This is an optimization exercise on Yosys and OpenROAD, whose aim is small area, not a production implementation.
Only simulation tests tie the RTL to the original design; equivalence was not proved.
No activity file was given, so power comes from the tool's default toggle rates.

### design/flow/config.mk
export PLATFORM = sky130hd
export DESIGN_NAME = pong
export DESIGN_NICKNAME = pong
export VERILOG_FILES = /design/flow/design.v
export SDC_FILE = /design/flow/constraint.sdc
export NUM_CORES = 4
export LEC_CHECK = 0
export CAP_MARGIN = 20
export CORE_MARGIN = 2
export CORE_UTILIZATION = 40
export SLEW_MARGIN = 20
### design/flow/standard.sh
#!/bin/bash
# synth_recipe.tcl (not shown) runs the flow's synth.tcl, then flattens the netlist and writes it again
# the make line also repeats each setting of config.mk as NAME=value (left out here)
make -C /OpenROAD-flow-scripts/flow DESIGN_CONFIG=/design/flow/config.mk WORK_HOME=/design/flow/orfs CLKGATE_MAP_FILE= SYNTH_SCRIPT=/design/flow/synth_recipe.tcl "${@:-finish}"
### design/flow/constraint.sdc
create_clock -name core_clock -period 10.0 [get_ports {clock}]
set_input_delay 2.0000 -clock core_clock [delete_from_list [all_inputs] [get_ports {clock}]]
set_output_delay 2.0000 -clock core_clock [all_outputs]
set_load 0.01 [all_outputs]
### design/flow/design.v
function ge;
  input [9:0] v;
  input [9:0] k;
  integer i;
  begin
    ge = 1'b1;
    for (i = 0; i < 10; i = i + 1)
      ge = k[i] ? (v[i] & ge) : (v[i] | ge);
  end
endfunction
function le;
  input [9:0] v;
  input [9:0] k;
  integer i;
  begin
    le = 1'b1;
    for (i = 0; i < 10; i = i + 1)
      le = k[i] ? (~v[i] | le) : (~v[i] & le);
  end
endfunction
function [10:0] sub10;
  input [9:0] a;
  input [9:0] b;
  integer i;
  reg c;
  begin
    c = 1'b0;
    for (i = 0; i < 10; i = i + 1) begin
      sub10[i] = a[i] ^ b[i] ^ c;
      c = (~a[i] & b[i]) | (~(a[i] ^ b[i]) & c);
    end
    sub10[10] = c;
  end
endfunction
function [9:0] add10;
  input [9:0] a;
  input [9:0] b;
  integer i;
  reg c;
  begin
    c = 1'b0;
    for (i = 0; i < 10; i = i + 1) begin
      add10[i] = a[i] ^ b[i] ^ c;
      c = (a[i] & b[i]) | ((a[i] ^ b[i]) & c);
    end
  end
endfunction
function [9:0] inc10;
  input [9:0] v;
  input en;
  integer i;
  reg c;
  begin
    c = en;
    for (i = 0; i < 10; i = i + 1) begin
      inc10[i] = v[i] ^ c;
      c = c & v[i];
    end
  end
endfunction
function [9:0] step10;
  input [9:0] v;
  input en;
  input dn;
  integer i;
  reg c;
  begin
    c = en;
    for (i = 0; i < 10; i = i + 1) begin
      step10[i] = v[i] ^ c;
      c = c & (v[i] ^ dn);
    end
  end
endfunction
`timescale 1ns / 1ps
module pong_timer(
    input clock,
    input reset,
    output btick,
    output ptick,
    output reg [9:0] x,
    output reg [9:0] y,
    output act,
    output hsync,
    output vsync
  );
function ge;
  input [9:0] v;
  input [9:0] k;
  integer i;
  begin
    ge = 1'b1;
    for (i = 0; i < 10; i = i + 1)
      ge = k[i] ? (v[i] & ge) : (v[i] | ge);
  end
endfunction
function le;
  input [9:0] v;
  input [9:0] k;
  integer i;
  begin
    le = 1'b1;
    for (i = 0; i < 10; i = i + 1)
      le = k[i] ? (~v[i] | le) : (~v[i] & le);
  end
endfunction
function [10:0] sub10;
  input [9:0] a;
  input [9:0] b;
  integer i;
  reg c;
  begin
    c = 1'b0;
    for (i = 0; i < 10; i = i + 1) begin
      sub10[i] = a[i] ^ b[i] ^ c;
      c = (~a[i] & b[i]) | (~(a[i] ^ b[i]) & c);
    end
    sub10[10] = c;
  end
endfunction
function [9:0] add10;
  input [9:0] a;
  input [9:0] b;
  integer i;
  reg c;
  begin
    c = 1'b0;
    for (i = 0; i < 10; i = i + 1) begin
      add10[i] = a[i] ^ b[i] ^ c;
      c = (a[i] & b[i]) | ((a[i] ^ b[i]) & c);
    end
  end
endfunction
function [9:0] inc10;
  input [9:0] v;
  input en;
  integer i;
  reg c;
  begin
    c = en;
    for (i = 0; i < 10; i = i + 1) begin
      inc10[i] = v[i] ^ c;
      c = c & v[i];
    end
  end
endfunction
function [9:0] step10;
  input [9:0] v;
  input en;
  input dn;
  integer i;
  reg c;
  begin
    c = en;
    for (i = 0; i < 10; i = i + 1) begin
      step10[i] = v[i] ^ c;
      c = c & (v[i] ^ dn);
    end
  end
endfunction
  reg [8:0] cnt;
  reg [1:0] m3;
  reg [3:0] m11;
  wire wrap = &cnt[8:4] & ~cnt[2] & cnt[1] & cnt[0];    
  assign btick = wrap & m3[1];                          
  assign ptick = wrap & m11[3] & m11[1];                
  wire [9:0] cnt_inc = inc10({1'b0, cnt}, 1'b1);
  always @(posedge clock) begin
    if (~reset) begin
      cnt <= 9'h1ff;
      m3  <= 2'd0;
      m11 <= 4'd0;
    end else begin
      cnt <= wrap ? 9'd0 : cnt_inc[8:0];
      if (wrap) begin
        m3  <= {m3[0], ~m3[1] & ~m3[0]};
        m11 <= (m11[3] & m11[1]) ? 4'd0 : m11 + 4'd1;
      end
    end
  end
  wire xend = x[9] & x[8] & (&x[4:0]);    
  wire yend = y[9] & y[3] & y[2];         
  wire [9:0] x_inc = inc10(x, 1'b1);
  wire [9:0] y_inc = inc10(y, 1'b1);
  always @(posedge clock) begin
    if (~reset) begin
      x <= 10'd0;
      y <= 10'd0;
    end else if (~cnt[0]) begin
      if (~xend) x <= x_inc;
      else begin
        x <= 10'd0;
        y <= yend ? 10'd0 : y_inc;
      end
    end
  end
  assign act   = ~(x[9] & (x[8] | x[7])) & ~(y[9] | (&y[8:5]));    
  assign hsync = ~(ge(x, 656) & le(x, 751));
  assign vsync = ~(y[9:1] == 9'd245);                             
endmodule
module pong_restart(
    input clock,
    input reset,
    input switch,
    output reg ar
  );
  reg p;
  always @(posedge clock) begin
    p  <= reset & switch;
    ar <= reset & switch & ~p;
  end
endmodule
module pong_paddle(
    input clock,
    input reset,
    input ar,
    input ptick,
    input pushUp,
    input pushDown,
    output reg [8:0] pad
  );
function ge;
  input [9:0] v;
  input [9:0] k;
  integer i;
  begin
    ge = 1'b1;
    for (i = 0; i < 10; i = i + 1)
      ge = k[i] ? (v[i] & ge) : (v[i] | ge);
  end
endfunction
function le;
  input [9:0] v;
  input [9:0] k;
  integer i;
  begin
    le = 1'b1;
    for (i = 0; i < 10; i = i + 1)
      le = k[i] ? (~v[i] | le) : (~v[i] & le);
  end
endfunction
function [10:0] sub10;
  input [9:0] a;
  input [9:0] b;
  integer i;
  reg c;
  begin
    c = 1'b0;
    for (i = 0; i < 10; i = i + 1) begin
      sub10[i] = a[i] ^ b[i] ^ c;
      c = (~a[i] & b[i]) | (~(a[i] ^ b[i]) & c);
    end
    sub10[10] = c;
  end
endfunction
function [9:0] add10;
  input [9:0] a;
  input [9:0] b;
  integer i;
  reg c;
  begin
    c = 1'b0;
    for (i = 0; i < 10; i = i + 1) begin
      add10[i] = a[i] ^ b[i] ^ c;
      c = (a[i] & b[i]) | ((a[i] ^ b[i]) & c);
    end
  end
endfunction
function [9:0] inc10;
  input [9:0] v;
  input en;
  integer i;
  reg c;
  begin
    c = en;
    for (i = 0; i < 10; i = i + 1) begin
      inc10[i] = v[i] ^ c;
      c = c & v[i];
    end
  end
endfunction
function [9:0] step10;
  input [9:0] v;
  input en;
  input dn;
  integer i;
  reg c;
  begin
    c = en;
    for (i = 0; i < 10; i = i + 1) begin
      step10[i] = v[i] ^ c;
      c = c & (v[i] ^ dn);
    end
  end
endfunction
  wire pad_top = ~(|pad[8:5] | pad[0]);                 
  wire pad_bot = pad[8] & pad[7] & pad[5] & pad[4];      
  wire [9:0] pad_mv = add10({1'b0, pad}, pushUp ? 10'd3 : 10'h3fd);
  always @(posedge clock) begin
    if (~reset | ar)
      pad <= 9'd220;
    else if (ptick & ((~pushUp & ~pad_top) | (pushUp & ~pushDown & ~pad_bot)))
      pad <= pad_mv[8:0];
  end
endmodule
module pong_impact(
    input clock,
    input reset,
    input [9:0] bx,
    input [8:0] by,
    input [8:0] pad,
    output reg sent,        
    output reg pt,          
    output reg [2:0] sec    
  );
function ge;
  input [9:0] v;
  input [9:0] k;
  integer i;
  begin
    ge = 1'b1;
    for (i = 0; i < 10; i = i + 1)
      ge = k[i] ? (v[i] & ge) : (v[i] | ge);
  end
endfunction
function le;
  input [9:0] v;
  input [9:0] k;
  integer i;
  begin
    le = 1'b1;
    for (i = 0; i < 10; i = i + 1)
      le = k[i] ? (~v[i] | le) : (~v[i] & le);
  end
endfunction
function [10:0] sub10;
  input [9:0] a;
  input [9:0] b;
  integer i;
  reg c;
  begin
    c = 1'b0;
    for (i = 0; i < 10; i = i + 1) begin
      sub10[i] = a[i] ^ b[i] ^ c;
      c = (~a[i] & b[i]) | (~(a[i] ^ b[i]) & c);
    end
    sub10[10] = c;
  end
endfunction
function [9:0] add10;
  input [9:0] a;
  input [9:0] b;
  integer i;
  reg c;
  begin
    c = 1'b0;
    for (i = 0; i < 10; i = i + 1) begin
      add10[i] = a[i] ^ b[i] ^ c;
      c = (a[i] & b[i]) | ((a[i] ^ b[i]) & c);
    end
  end
endfunction
function [9:0] inc10;
  input [9:0] v;
  input en;
  integer i;
  reg c;
  begin
    c = en;
    for (i = 0; i < 10; i = i + 1) begin
      inc10[i] = v[i] ^ c;
      c = c & v[i];
    end
  end
endfunction
function [9:0] step10;
  input [9:0] v;
  input en;
  input dn;
  integer i;
  reg c;
  begin
    c = en;
    for (i = 0; i < 10; i = i + 1) begin
      step10[i] = v[i] ^ c;
      c = c & (v[i] ^ dn);
    end
  end
endfunction
  reg st, nst;
  wire [10:0] e = sub10({1'b0, by}, {1'b0, pad});
  wire eneg = e[10] & (&e[9:2]) & (e[1] | e[0]);      
  wire onpad = (~e[10] & le(e[9:0], 37)) | eneg;
  wire [5:0] el = e[5:0];
  wire [2:0] sec_code = (eneg | le(el, 2)) ? 3'b101 :    
                        le(el, 8)  ? 3'b110 :            
                        le(el, 13) ? 3'b111 :            
                        le(el, 19) ? 3'b000 :
                        le(el, 25) ? 3'b001 :            
                        le(el, 31) ? 3'b010 :            
                                     3'b011;             
  always @(posedge clock) begin
    st <= nst;
    if (~reset) begin
      nst <= 1'b0;
      sent <= 1'b0;
      pt <= 1'b0;
      sec <= 3'b000;
    end else begin
      if (~st) begin
        if ((bx == 10'd33) & onpad) begin
          pt <= 1'b0;
          sec <= sec_code;
          nst <= 1'b1;
        end else if (~ge(bx, 10) & ~onpad) begin
          pt <= 1'b1;
          nst <= 1'b0;
        end else begin
          pt <= 1'b0;
          sent <= 1'b1;
          nst <= 1'b0;
        end
      end else begin
        if (bx == 10'd630) nst <= 1'b0;
        else begin
          sent <= 1'b0;
          nst <= 1'b1;
        end
      end
    end
  end
endmodule
module pong_ball(
    input clock,
    input reset,
    input btick,
    input ar,
    input sent,
    input pt,
    input [2:0] sec,
    output reg [9:0] bx,
    output reg [8:0] by
  );
function ge;
  input [9:0] v;
  input [9:0] k;
  integer i;
  begin
    ge = 1'b1;
    for (i = 0; i < 10; i = i + 1)
      ge = k[i] ? (v[i] & ge) : (v[i] | ge);
  end
endfunction
function le;
  input [9:0] v;
  input [9:0] k;
  integer i;
  begin
    le = 1'b1;
    for (i = 0; i < 10; i = i + 1)
      le = k[i] ? (~v[i] | le) : (~v[i] & le);
  end
endfunction
function [10:0] sub10;
  input [9:0] a;
  input [9:0] b;
  integer i;
  reg c;
  begin
    c = 1'b0;
    for (i = 0; i < 10; i = i + 1) begin
      sub10[i] = a[i] ^ b[i] ^ c;
      c = (~a[i] & b[i]) | (~(a[i] ^ b[i]) & c);
    end
    sub10[10] = c;
  end
endfunction
function [9:0] add10;
  input [9:0] a;
  input [9:0] b;
  integer i;
  reg c;
  begin
    c = 1'b0;
    for (i = 0; i < 10; i = i + 1) begin
      add10[i] = a[i] ^ b[i] ^ c;
      c = (a[i] & b[i]) | ((a[i] ^ b[i]) & c);
    end
  end
endfunction
function [9:0] inc10;
  input [9:0] v;
  input en;
  integer i;
  reg c;
  begin
    c = en;
    for (i = 0; i < 10; i = i + 1) begin
      inc10[i] = v[i] ^ c;
      c = c & v[i];
    end
  end
endfunction
function [9:0] step10;
  input [9:0] v;
  input en;
  input dn;
  integer i;
  reg c;
  begin
    c = en;
    for (i = 0; i < 10; i = i + 1) begin
      step10[i] = v[i] ^ c;
      c = c & (v[i] ^ dn);
    end
  end
endfunction
  reg [3:0] rnd;
  reg ponto2, s2, s3, a1, a2, a11, a22;
  wire [8:0] yr = (rnd == 4'd1)  ? 9'd100 :
                  (rnd == 4'd2)  ? 9'd400 :
                  (rnd == 4'd3)  ? 9'd270 :
                  (rnd == 4'd4)  ? 9'd133 :
                  (rnd == 4'd5)  ? 9'd450 :
                  (rnd == 4'd6)  ? 9'd310 :
                  (rnd == 4'd7)  ? 9'd210 :
                  (rnd == 4'd8)  ? 9'd35  :
                  (rnd == 4'd9)  ? 9'd335 :
                  (rnd == 4'd10) ? 9'd135 : 9'd227;
  wire bx632 = (bx == 10'd632);
  wire top  = le({1'b0, by}, 29);
  wire bot  = ge({1'b0, by}, 464);
  wire xl10 = le(bx, 10);
  wire restart = pt | ponto2 | ar;
  reg [1:0] dx;      
  reg [2:0] dy;      
  reg n_ponto2, n_s2, n_s3, n_a1, n_a2, n_a11, n_a22;
  always @(*) begin
    dx = 2'b00;
    dy = 3'b000;
    {n_ponto2, n_s2, n_s3, n_a1, n_a2, n_a11, n_a22} = {ponto2, s2, s3, a1, a2, a11, a22};
    if (top) begin
      n_a1 = 1'b1;
      dy = 3'b001;
      if (bx632) n_a2 = 1'b1;
    end else if (a1 & ~a2) begin
      if (bx632) begin
        n_a2 = 1'b1;
        n_s2 = 1'b1;
      end else if (bot) begin
        n_a2 = 1'b1;
        n_s2 = 1'b0;
      end else if (sent & xl10) begin
        n_ponto2 = 1'b1;
      end else begin
        dx = sent ? 2'b11 : 2'b01;
        dy = 3'b001;
      end
    end else if (a2) begin
      n_a1 = 1'b0;
      n_a2 = 1'b0;
    end else if (bot) begin
      n_a11 = 1'b1;
      dx = 2'b01;
      dy = 3'b111;
      if (bx632) n_a22 = 1'b1;
    end else if (a11 & ~a22) begin
      if (bx632) begin
        n_a22 = 1'b1;
        n_s3 = 1'b1;
      end else if (sent & xl10) begin
        n_ponto2 = 1'b1;
      end else begin
        dx = sent ? 2'b11 : 2'b01;
        dy = 3'b111;
      end
    end else if (a22) begin
      n_a11 = 1'b0;
      n_a22 = 1'b0;
    end else if (sent) begin
      dx = 2'b11;
      dy = s2 ? 3'b001 : s3 ? 3'b111 : 3'b000;
    end else begin
      dx = 2'b01;
      dy = sec;
    end
  end
  wire ld = ~reset | (btick & restart);
  wire mv = btick & ~restart;
  wire [9:0] bx_step = step10(bx, mv & dx[0], dx[1]);
  wire [9:0] by_step = add10({1'b0, by}, {{7{mv & dy[2]}}, mv & dy[2], mv & dy[1], mv & dy[0]});
  wire [8:0] by_ld = reset ? yr : 9'd237;
  always @(posedge clock) begin
    bx <= ld ? 10'd630 : bx_step;
    by <= ld ? by_ld : by_step[8:0];
    if (~reset)
      rnd <= 4'd0;
    else if (btick & restart)
      rnd <= rnd + 4'd1;
    if (ld)
      {ponto2, s2, s3, a1, a2, a11, a22} <= 7'd0;
    else if (btick)
      {ponto2, s2, s3, a1, a2, a11, a22} <= {n_ponto2, n_s2, n_s3, n_a1, n_a2, n_a11, n_a22};
  end
endmodule
module pong_picture(
    input clock,
    input switch,
    input [9:0] x,
    input [9:0] yin,
    input act,
    input [8:0] pad,
    input [9:0] bx,
    input [8:0] by,
    output reg r,
    output reg g,
    output reg b
  );
function ge;
  input [9:0] v;
  input [9:0] k;
  integer i;
  begin
    ge = 1'b1;
    for (i = 0; i < 10; i = i + 1)
      ge = k[i] ? (v[i] & ge) : (v[i] | ge);
  end
endfunction
function le;
  input [9:0] v;
  input [9:0] k;
  integer i;
  begin
    le = 1'b1;
    for (i = 0; i < 10; i = i + 1)
      le = k[i] ? (~v[i] | le) : (~v[i] & le);
  end
endfunction
function [10:0] sub10;
  input [9:0] a;
  input [9:0] b;
  integer i;
  reg c;
  begin
    c = 1'b0;
    for (i = 0; i < 10; i = i + 1) begin
      sub10[i] = a[i] ^ b[i] ^ c;
      c = (~a[i] & b[i]) | (~(a[i] ^ b[i]) & c);
    end
    sub10[10] = c;
  end
endfunction
function [9:0] add10;
  input [9:0] a;
  input [9:0] b;
  integer i;
  reg c;
  begin
    c = 1'b0;
    for (i = 0; i < 10; i = i + 1) begin
      add10[i] = a[i] ^ b[i] ^ c;
      c = (a[i] & b[i]) | ((a[i] ^ b[i]) & c);
    end
  end
endfunction
function [9:0] inc10;
  input [9:0] v;
  input en;
  integer i;
  reg c;
  begin
    c = en;
    for (i = 0; i < 10; i = i + 1) begin
      inc10[i] = v[i] ^ c;
      c = c & v[i];
    end
  end
endfunction
function [9:0] step10;
  input [9:0] v;
  input en;
  input dn;
  integer i;
  reg c;
  begin
    c = en;
    for (i = 0; i < 10; i = i + 1) begin
      step10[i] = v[i] ^ c;
      c = c & (v[i] ^ dn);
    end
  end
endfunction
  wire [9:0] y = {1'b0, yin[8:0]};
  wire [10:0] py = sub10(y, {1'b0, pad});
  wire [10:0] qy = sub10(y, {1'b0, by});
  wire [10:0] qx = sub10(x, bx);
  wire paddle = ge(x, 30) & le(x, 33) & ~py[10] & le(py[9:0], 40);
  wire ball   = ~qx[10] & le(qx[9:0], 4) & ~qy[10] & le(qy[9:0], 6);
  wire gc = ((ge(x,318) && le(x,322)) && (ge(y,0) && le(y,25))) ||
            ((ge(y,25) && le(y,28)) || ge(y,476) || (ge(x,636) && ge(y,25))) || paddle || ball;
  wire gr = ((ge(y,4) && le(y,20)) && (ge(x,15) && le(x,16))) || ((ge(y,4) && le(y,5)) && (ge(x,17) && le(x,21))) ||
            ((ge(y,4) && le(y,8)) && (ge(x,21) && le(x,22))) || ((ge(y,9) && le(y,10)) && (ge(x,17) && le(x,22)));
  wire gg = ((ge(y,4) && le(y,20)) && (ge(x,336) && le(x,337))) || ((ge(y,4) && le(y,5)) && (ge(x,337) && le(x,347))) ||
            ((ge(y,19) && le(y,20)) && (ge(x,337) && le(x,347)));
  wire mc = ((ge(x,30) && le(x,33)) && (ge(y,210) && le(y,250))) || ((ge(x,100) && le(x,104)) && (ge(y,210) && le(y,216))) ||
            ((ge(x,200) && le(x,204)) && (ge(y,310) && le(y,316))) || ((ge(x,300) && le(x,304)) && (ge(y,250) && le(y,256))) ||
            ((ge(x,318) && le(x,322)) && (ge(y,420) && le(y,450))) || ((ge(y,446) && le(y,450)) && (ge(x,322) && le(x,342))) ||
            ((ge(x,342) && le(x,346)) && (ge(y,420) && le(y,450))) || ((ge(y,430) && le(y,433)) && (ge(x,327) && le(x,337))) ||
            ((ge(x,331) && le(x,333)) && (ge(y,410) && le(y,433))) || ((ge(x,310) && le(x,311)) && (ge(y,410) && le(y,423))) ||
            ((ge(x,307) && le(x,311)) && (ge(y,444) && le(y,450)));
  wire mr = ((ge(x,200) && le(x,204)) && (ge(y,80) && le(y,135))) || ((ge(y,80) && le(y,84)) && (ge(x,204) && le(x,232))) ||
            ((ge(y,80) && le(y,109)) && (ge(x,232) && le(x,236))) || ((ge(y,105) && le(y,109)) && (ge(x,204) && le(x,232))) ||
            ((ge(x,256) && le(x,260)) && (ge(y,80) && le(y,135))) || ((ge(y,80) && le(y,84)) && (ge(x,260) && le(x,288))) ||
            ((ge(y,80) && le(y,135)) && (ge(x,288) && le(x,292))) || ((ge(y,131) && le(y,135)) && (ge(x,260) && le(x,288))) ||
            ((ge(x,308) && le(x,312)) && (ge(y,80) && le(y,135))) || ((ge(y,80) && le(y,135)) && (ge(x,340) && le(x,344))) ||
            ((ge(y,80) && le(y,84)) && (ge(x,312) && le(x,316))) || ((ge(y,84) && le(y,88)) && (ge(x,316) && le(x,320))) ||
            ((ge(y,88) && le(y,92)) && (ge(x,320) && le(x,324))) || ((ge(y,92) && le(y,96)) && (ge(x,324) && le(x,328))) ||
            ((ge(y,96) && le(y,100)) && (ge(x,328) && le(x,332))) || ((ge(y,100) && le(y,104)) && (ge(x,332) && le(x,336))) ||
            ((ge(y,104) && le(y,108)) && (ge(x,336) && le(x,340))) ||
            ((ge(x,364) && le(x,368)) && (ge(y,80) && le(y,135))) || ((ge(y,80) && le(y,84)) && (ge(x,368) && le(x,394))) ||
            ((ge(y,106) && le(y,135)) && (ge(x,392) && le(x,396))) || ((ge(y,131) && le(y,135)) && (ge(x,368) && le(x,394))) ||
            ((ge(y,106) && le(y,110)) && (ge(x,380) && le(x,394)));
  wire mb = ((ge(x,394) && le(x,398)) && (ge(y,150) && le(y,180))) || ((ge(y,150) && le(y,154)) && (ge(x,398) && le(x,413))) ||
            ((ge(y,160) && le(y,164)) && (ge(x,398) && le(x,413))) ||
            ((ge(x,423) && le(x,427)) && (ge(y,150) && le(y,180))) || ((ge(y,150) && le(y,154)) && (ge(x,427) && le(x,442))) ||
            ((ge(x,438) && le(x,442)) && (ge(y,150) && le(y,164))) || ((ge(y,165) && le(y,169)) && (ge(x,427) && le(x,442))) ||
            ((ge(x,452) && le(x,456)) && (ge(y,150) && le(y,180))) || ((ge(y,150) && le(y,154)) && (ge(x,456) && le(x,471))) ||
            ((ge(x,467) && le(x,471)) && (ge(y,170) && le(y,180))) || ((ge(y,166) && le(y,170)) && (ge(x,465) && le(x,471))) ||
            ((ge(y,176) && le(y,180)) && (ge(x,456) && le(x,471))) ||
            ((ge(x,481) && le(x,485)) && (ge(y,150) && le(y,180))) || ((ge(y,150) && le(y,154)) && (ge(x,485) && le(x,500))) ||
            ((ge(x,496) && le(x,500)) && (ge(y,150) && le(y,180))) || ((ge(y,165) && le(y,169)) && (ge(x,485) && le(x,500)));
  always @(posedge clock) begin
    if (~switch) begin
      r <= mc | mr;
      b <= mc | mb;
      g <= mc;
    end else begin
      r <= act & (gc | gr);
      b <= act & gc;
      g <= act & (gc | gg);
    end
  end
endmodule
module pong(
    input clock,
    output [3:0] red,
    output [3:0] green,
    output [3:0] blue,
    output hsync, vsync, avideo,
    input switch,
    input reset,
    input pushUp,
    input pushDown
  );
  wire btick, ptick, act, ar, sent, pt, r, g, b;
  wire [9:0] x, y, bx;
  wire [8:0] pad, by;
  wire [2:0] sec;
  pong_timer   tmr (.clock(clock), .reset(reset), .btick(btick), .ptick(ptick), .x(x), .y(y),
                    .act(act), .hsync(hsync), .vsync(vsync));
  pong_restart rst (.clock(clock), .reset(reset), .switch(switch), .ar(ar));
  pong_paddle  pdl (.clock(clock), .reset(reset), .ar(ar), .ptick(ptick), .pushUp(pushUp),
                    .pushDown(pushDown), .pad(pad));
  pong_impact  imp (.clock(clock), .reset(reset), .bx(bx), .by(by), .pad(pad), .sent(sent),
                    .pt(pt), .sec(sec));
  pong_ball    bal (.clock(clock), .reset(reset), .btick(btick), .ar(ar), .sent(sent), .pt(pt),
                    .sec(sec), .bx(bx), .by(by));
  pong_picture pic (.clock(clock), .switch(switch), .x(x), .yin(y), .act(act), .pad(pad), .bx(bx),
                    .by(by), .r(r), .g(g), .b(b));
  assign avideo = act;
  assign red   = {4{r}};
  assign green = {4{g}};
  assign blue  = {4{b}};
endmodule
### design/flow/flow/run.sh
#!/bin/bash
# Own layout flow:
#  1. the standard synthesis (bash standard.sh synth);
#  2. the combinational logic mapped again by ABC with an area-oriented
#     script (deepsyn, best of four seeds); the flip-flops, their names and their cells stay as the
#     standard synthesis made them;
#  3. the standard layout from floorplan to finish on that netlist, with
#     the smallest buffer on each port and a clock tree of small buffers.
# Each tool's output goes to a log file of its own in this folder.
set -euo pipefail
W=$(pwd)
PLAT=${FLOW_PLATFORM:-sky130hd}
R=$W/orfs/results/$PLAT/pong/base
L=$W/orfs/logs/$PLAT/pong/base

bash standard.sh synth > "$W/standard_synth.log" 2>&1

YOSYS=$(command -v yosys || true)
[ -n "$YOSYS" ] || YOSYS=$FLOW_HOME/../tools/install/yosys/bin/yosys
LIB=$FLOW_HOME/platforms/$PLAT/lib/sky130_fd_sc_hd__tt_025C_1v80.lib

cp "$R/1_2_yosys.v" "$W/standard_synth.v"
# the same don't-use cells as the standard synthesis gave ABC
DONT_USE=$(grep -m1 -o -- '^abc -script .*' "$L/1_2_yosys.log" | grep -o -- '-dont_use [^ ]*' | tr '\n' ' ')
# the sequential cells stay as they are
SEQ=$(grep -o 'sky130_fd_sc_hd__\(df\|edf\|sdf\|dl\|sdl\)[a-z0-9_]*' "$W/standard_synth.v" | sort -u | tr '\n' ' ')

# ABC's deepsyn is run with a few random seeds side by side; the smallest
# mapped netlist is kept
remap() {
  local S=$1
  cat > "$W/remap_s$S.ys" <<YS
read_liberty -ignore_miss_func $LIB
read_verilog $W/standard_synth.v
hierarchy -top $FLOW_TOP
setattr -mod -set blackbox 1 $SEQ
flatten
hierarchy -top $FLOW_TOP
opt_clean -purge
tee -o $W/remap_before.txt stat -liberty $LIB
abc -liberty $LIB $DONT_USE -script +strash;&get,-n;&deepsyn,-S,$S,-T,240;&put;dch,-f;amap
opt_clean -purge
setundef -zero
hilomap -singleton -hicell sky130_fd_sc_hd__conb_1 HI -locell sky130_fd_sc_hd__conb_1 LO
insbuf -buf sky130_fd_sc_hd__buf_1 A X
splitnets
opt_clean -purge
read_liberty -lib -ignore_redef $LIB
check -assert
tee -o $W/remap_s$S.txt stat -liberty $LIB
write_verilog -noattr -nohex -nodec $W/remap_s$S.v
YS
  "$YOSYS" -s "$W/remap_s$S.ys" > "$W/remap_s$S.log" 2>&1
}
for S in 0 1 2 3; do remap $S & done
wait
BEST=""
BEST_AREA=""
for S in 0 1 2 3; do
  [ -f "$W/remap_s$S.v" ] || continue
  A=$(grep -m1 'Chip area' "$W/remap_s$S.txt" | awk '{print $NF}')
  if [ -z "$BEST" ] || awk -v a="$A" -v b="$BEST_AREA" 'BEGIN { exit !(a < b) }'; then
    BEST=$S
    BEST_AREA=$A
  fi
done
[ -n "$BEST" ] || { echo "no remapped netlist" >&2; exit 1; }
echo "remap: seed $BEST, area $BEST_AREA" > "$W/remap_choice.txt"
cp "$W/remap_s$BEST.v" "$W/remap.v"

cp "$W/remap.v" "$R/1_2_yosys.v"
rm -f "$R/1_synth.odb" "$R/1_synth.sdc"

export BUFFER_PORTS_ARGS="-buffer_cell sky130_fd_sc_hd__buf_1"
export CTS_ARGS="-sink_clustering_enable -repair_clock_nets -dont_use_dummy_load -buf_list sky130_fd_sc_hd__clkbuf_8"
bash standard.sh > "$W/standard_layout.log" 2>&1
==> results of run 1 <==
where the power goes:
part | internal [uW] | total [uW] | switching [uW]
Combinational | 13.6 | 42.7 | 29.1
Clock | 80.8 | 205 | 125
Sequential | 352 | 358 | 5.79
Total | 446 | 606 | 159
stage by stage:
stage | hold slack (ns) | cells | util, % | worst slack, ns | total power, uW
after detailed placement | 0.312 | 1065 | 43.0 | 5.47 | 408
after global routing | 0.339 | 1074 | 43.9 | 4.73 | 626
final | 0.329 | 1074 | 43.9 | 5.40 | 606
after global placement | 0.313 | 1065 | 43.0 | 5.40 | 408
after CTS | 0.330 | 1074 | 43.9 | 5.42 | 608
after floorplan | 0.310 | 875 | - | 6.32 | 395
cell type report:
| class | count | area (um2) | share of cell area [%] |
|---|---|---|---|
| clock buffers | 9 | 124 | 2.03 |
| inverters | 116 | 435 | 7.14 |
| multi-input cells | 661 | 3500 | 57.4 |
| flip-flops and latches | 86 | 1720 | 28.2 |
| well taps | 180 | 225 | 3.69 |
| repair buffers | 22 | 93.8 | 1.54 |
state kept, by name, summed over array words and instances, names as in the netlist, 2 cells and up:
signal,flops
tmr.m3,2
pdl.pad,9
bal.by,9
bal.bx,10
bal.rnd,4
tmr.y,10
tmr.x,10
tmr.cnt,9
tmr.m11,4
imp.sec,3
cells in the final DEF, fill, tap and decap left out, drive strengths merged, types with 20 or more instances in the layout:
master / instances
a211oi: 20
a21oi: 39
buf: 22
clkinv: 116
dfxtp: 86
nand2: 73
nor2: 212
nor3: 52
o21ai: 63
routing by layer:
| layer | GRT usage (%) | vias up | share of wire [%] |
|---|---|---|---|
| met5 | 0 | - | 0 |
| met1 | 34.6 | 2970 | 46 |
| li1 | - | 3202 | - |
| met3 | 4.70 | 54 | 7.2 |
| met4 | 9.23 | 0 | 2.8 |
| met2 | 39.3 | 297 | 44 |
how the worst max path moves through the flow:
stage                  to  cells past startpoint
2_1_floorplan  pdl.pad[7]                      9
3_3_place_gp    bal.by[8]                     26
3_5_place_dp    bal.by[8]                     26
4_1_cts         bal.by[8]                     26
5_1_grt         bal.by[8]                     26
6_report        bal.by[8]                     26
worst reg2reg max path, cell delays in order, from the launching register on:
cell and delay (ns):
dfxtp_1 0.36, clkinv_1 0.08, nor3_1 0.23, nand3_1 0.24, clkinv_1 0.27, nand2_1 0.15
clkinv_1 0.12, nand2_1 0.07, nor2_1 0.19, clkinv_1 0.12, nor2_1 0.21, o21ai_0 0.20
o21ai_0 0.22, clkinv_1 0.16, o22ai_1 0.23, nand2_1 0.12, nand2_1 0.10, o21ai_0 0.15
clkinv_1 0.11, nand2_1 0.07, nor3_1 0.38, and3_1 0.25, a21oi_1 0.06, nor2_1 0.14
nor2_1 0.06, nor2_1 0.08, o32ai_1 0.07
==> run notes, run 1 <==
vias in the first global route=5802; CP Class=reg -> reg; # DRC=0; critical path's largest stage delay=0.38 ns; Via Count=6523; R2R cell count=26; Core ar.=13900 um2; GRT overflow=0; hold buffer count at CTS=0; layout cells sized above 1=1.34%; FILL cells=1481; pwr dens=99.3 nW/um2; FF-to-FF Start=tmr.cnt[7]; largest net degree at the start of global routing=19; Tcrit/Tclk final=46.0%; slowest CP cell=nor3_1; CP startpoint=tmr.cnt[7]; clk_skew=0.0306 ns; Clk pin slew, worst setup/hold paths=0.08 ns; DR WL/cell=17.4 um; 1st-pass router iterations=5; Synth Net Count=880; setup TNS=0 ns; 1st-iter DRT viols=726; Clk Latency, worst-skew pair=0.39 ns; CP bufs+invs=6; worst endpoint data arrival time=4.84 ns; TritonCTS Sinks=86; Max transition margin=44.8%; Final Setup Violations=0; ant diodes=0; Max Clk Rate=0.218 GHz; Vias/cell=6.07; Synth Cell Area=5700 um2; post-cts resize count=0; Crit. End Element=flop; VDD IR max=0.103 mV; Global Route Usage Sum=25.2%; Synth Area per Inst=6.51 um2; status=complete, no violations; static leakage=0.00194 uW; Slew @ Worst Pin=0.819 ns; worst min path class=reg -> reg; critical path required time=10.25 ns; hpwl dp=14200 um; port bufs=19; max_cap viols=0; starting density of the core=41.1%; first-pass GRT wire length=29800 um; worst hold start=imp.nst; antenna violations before repair=0; CTS tree=built; most used cell, CP=clkinv_1; fin nets=901; DIE AREA=15200 um2; RSZ-0062 raised after global routing=no; Cells after Synth=875; Post-Place Cell Area=5970 um2; Clock Tree Buf Depth=2; Num CTS Buffers=9; H-tree depth=3; IO Pins=20; Die H=123 um; Worst Hold End=imp.st; Hold Path Depth=0; Synth Warn #=6; GP Congestion=0.933; Layout area overhead=6.98%; Max Slew Vio Count=0; post-CTS setup buffer count=0; final wirelength=18700 um; Final Cell Area=6100 um2; clock root buffer=clkbuf_8; CP Launch Type=flop; Crit Path Max Fanout=9; R2R Setup Slk=5.40 ns; Final Hold Fails=0; Detail Route Antenna Nets=0; FF-to-FF End=bal.by[8]; Die X=123 um; Tmin final=4.60 ns; row cnt=43; delay-heaviest family, CP=simple AND/OR/NAND/NOR gates
==> inputs of run 2 (changes only) <==
--- a/design/flow/design.v
+++ b/design/flow/design.v
@@ -389,7 +389,7 @@
 endfunction
   reg st, nst;
   wire [10:0] e = sub10({1'b0, by}, {1'b0, pad});
-  wire eneg = e[10] & (&e[9:2]) & (e[1] | e[0]);      
+  wire eneg = e[10] & (&e[8:2]) & (e[1] | e[0]);      
   wire onpad = (~e[10] & le(e[9:0], 37)) | eneg;
   wire [5:0] el = e[5:0];
   wire [2:0] sec_code = (eneg | le(el, 2)) ? 3'b101 :    
@@ -528,8 +528,8 @@
                   (rnd == 4'd9)  ? 9'd335 :
                   (rnd == 4'd10) ? 9'd135 : 9'd227;
   wire bx632 = (bx == 10'd632);
-  wire top  = le({1'b0, by}, 29);
-  wire bot  = ge({1'b0, by}, 464);
+  wire top  = ~(|by[8:5]) & ~(by[2] & by[1]);           
+  wire bot  = by[8] & by[7] & by[6] & by[4];             
   wire xl10 = le(bx, 10);
   wire restart = pt | ponto2 | ar;
   reg [1:0] dx;      
==> run 2 against run 1 <==
Net effect:
- synthesized cell count increased by 0.91%
- largest power group unchanged
- utilization decreased by 0.081 points
- first-iteration DRC count increased by 6.7%
- wire length increased by 1.3%
- global-route usage increased by 0.74 points
- setup slack got worse by 1.3 ns
- hold slack improved by 0.0037 ns
- via count decreased by 0.63%
- still clean
- highest routed layer unchanged
- non-clock buffer count unchanged
==> run notes, run 2 <==
1st-iter DRT viols=775; layout cells sized above 1=1.33%; ant diodes=0; Crit Path Max Fanout=12; row cnt=43; 1st-pass router iterations=5; Final Setup Violations=0; antenna violations before repair=0; Synth Net Count=888; R2R Setup Slk=4.15 ns; most frequent cells in the layout=206 x nor2_1, 110 x clkinv_1, 86 x nand2_1, 86 x dfxtp_1, 64 x o21ai_0; Final Cell Area=6090 um2; Die H=123 um; switch share=25.6%; VDD IR max=0.0574 mV; Cell Int Power=447 uW; Synth Area per Inst=6.44 um2; worst endpoint data arrival time=6.10 ns; Synth Cell Area=5690 um2; largest net degree at the start of global routing=22; Vias/cell=5.99; Comb pwr share=7.2%; DR WL/cell=17.5 um; CP Launch Type=flop; Hold Path Depth=0; clk_skew=0.0247 ns; commonest non-fill, non-tap cell in the layout=nor2_1; IO Pins=20; Finished Layout Cells=1082; pwr dens=98.8 nW/um2; Tmin final=5.85 ns; GP Congestion=1.00; final wirelength=18900 um; Max Clk Rate=0.171 GHz; Synth Warn #=6; FF-to-FF End=bal.by[7]; Global Route Usage Sum=26.0%; # DRC=0; Final Hold Fails=0; FF-to-FF Start=tmr.cnt[6]; first-pass GRT wire length=30600 um; Seq pwr share=59.8%; status=complete, no violations; H-tree depth=3; Cells after Synth=883; crit path to=bal.by[7]; switching component of the power=154 uW; Crit. End Element=flop; DIE AREA=15200 um2; Clk Latency, worst-skew pair=0.39 ns; critical path required time=10.25 ns; R2R cell count=25; Post-Place Cell Area=5960 um2; vias in the first global route=5733; post-CTS setup buffer count=0; post-cts resize count=0; Clock Tree Buf Depth=2; hpwl dp=14200 um; Max Slew Vio Count=0; CP startpoint=tmr.cnt[6]; CTS tree=built; CP Class=reg -> reg; Via Count=6482; worst min path class=reg -> reg; clock root buffer=clkbuf_8; RSZ-0062 raised after global routing=no; max_cap viols=0; fin nets=909; Tcrit/Tclk final=58.5%; Core ar.=13900 um2; Clk pin slew, worst setup/hold paths=0.09 ns; hold buffer count at CTS=0; static leakage=0.00189 uW; Layout area overhead=6.99%; setup TNS=0 ns; Die X=123 um; placed cells=1073; starting density of the core=41.0%; Detail Route Antenna Nets=0; Hold Worst Slack=0.333 ns; Largest regs=bal.bx x10, tmr.x x10, tmr.y x10; Max transition margin=36.2%; clock share of power=33.0%; Num CTS Buffers=9; port bufs=19; GRT overflow=0; TritonCTS Sinks=86; Slew @ Worst Pin=0.957 ns
## run 2: critical path, cell delays in order (launching register included)
cell	delay [ns]
dfxtp_1	0.32
clkinv_1	0.08
nor3_1	0.20
nand3_1	0.12
nor3_1	0.65
clkinv_1	0.53
nor4_1	0.68
clkinv_1	0.22
nor2_1	0.21
o21ai_0	0.15
a21oi_1	0.13
a21oi_1	0.06
a31oi_1	0.24
nor2_1	0.07
a21oi_1	0.16
nand2_1	0.09
o21ai_0	0.14
clkinv_1	0.17
nor2_1	0.15
nand2_1	0.07
a22oi_1	0.20
o221ai_1	0.20
nor3_1	0.39
o22ai_1	0.16
a211oi_1	0.26
a31oi_1	0.06
## run 2: power groups by stage
stage	Combinational (uW)	Clock (uW)	Sequential [uW]
finish	43.2	199	359
global route	50.1	218	361
CTS	43.3	204	359
detailed placement	43.2	0	367
global placement	43.3	0	367
floorplan	32.0	0	365
## run 2: area by class of cell
type                    instances  area [um2]
flip-flops and latches         86        1720
repair buffers                 22        93.8
well taps                     180         225
fillers                      1498        7790
multi-input cells             675        3510
inverters                     110         413
clock buffers                   9         124
## run 2: how the worst min path moves through the flow
| stage | start | to | slack [ns] |
|---|---|---|---|
| after floorplan | imp.nst | imp.st | 0.31 |
| after global placement | imp.nst | imp.st | 0.31 |
| after detailed placement | imp.nst | imp.st | 0.31 |
| after CTS | imp.nst | imp.st | 0.34 |
| after global routing | imp.nst | imp.st | 0.34 |
| final | imp.nst | imp.st | 0.33 |
## run 2: layer usage
| layer | track usage, % | up-vias | routed length (um) |
|---|---|---|---|
| met2 | 39.5 | 298 | 8120 |
| met4 | 11.5 | 0 | 702 |
| li1 | - | 3221 | - |
| met5 | 0 | - | 0 |
| met1 | 36.1 | 2907 | 8720 |
| met3 | 4.06 | 56 | 1350 |
## run 2: metrics by stage
step                      util (%)  setup WS (ns)  power [uW]
after floorplan                  -           5.18         397
after global placement        43.0           4.50         410
after detailed placement      43.0           4.29         410
after CTS                     43.9           4.19         607
after global routing          43.9           3.09         629
final                         43.9           4.15         601

re-timing with driven ports:
How much do the figures lean on ideal ports? The routed layouts below were timed once more, with nothing changed but the port constraints. Step 1: set_driving_cell puts a clkbuf_16 on clock and a buf_2 on each other input, an assumption about the parent block. Step 2 also shifts input and output timing later by t, the mid clock arrival at the registers, as if the neighbouring blocks saw the same clock. a / b / c = ideal / step 1 / step 2; a / b = the first two.
run	shift t [ns]	setup slack, ns	worst hold slack (ns)	worst register clock-pin slew, ns	pins driven straight from the clock port
run 1	0.410	5.405 / 5.405 / 5.405	0.329 / 0.329 / 0.329	0.10 / 0.10	1
run 2	0.414	4.153 / 4.153 / 4.153	0.333 / 0.333 / 0.333	0.09 / 0.09	1
After both steps setup and hold are still met in every run listed.
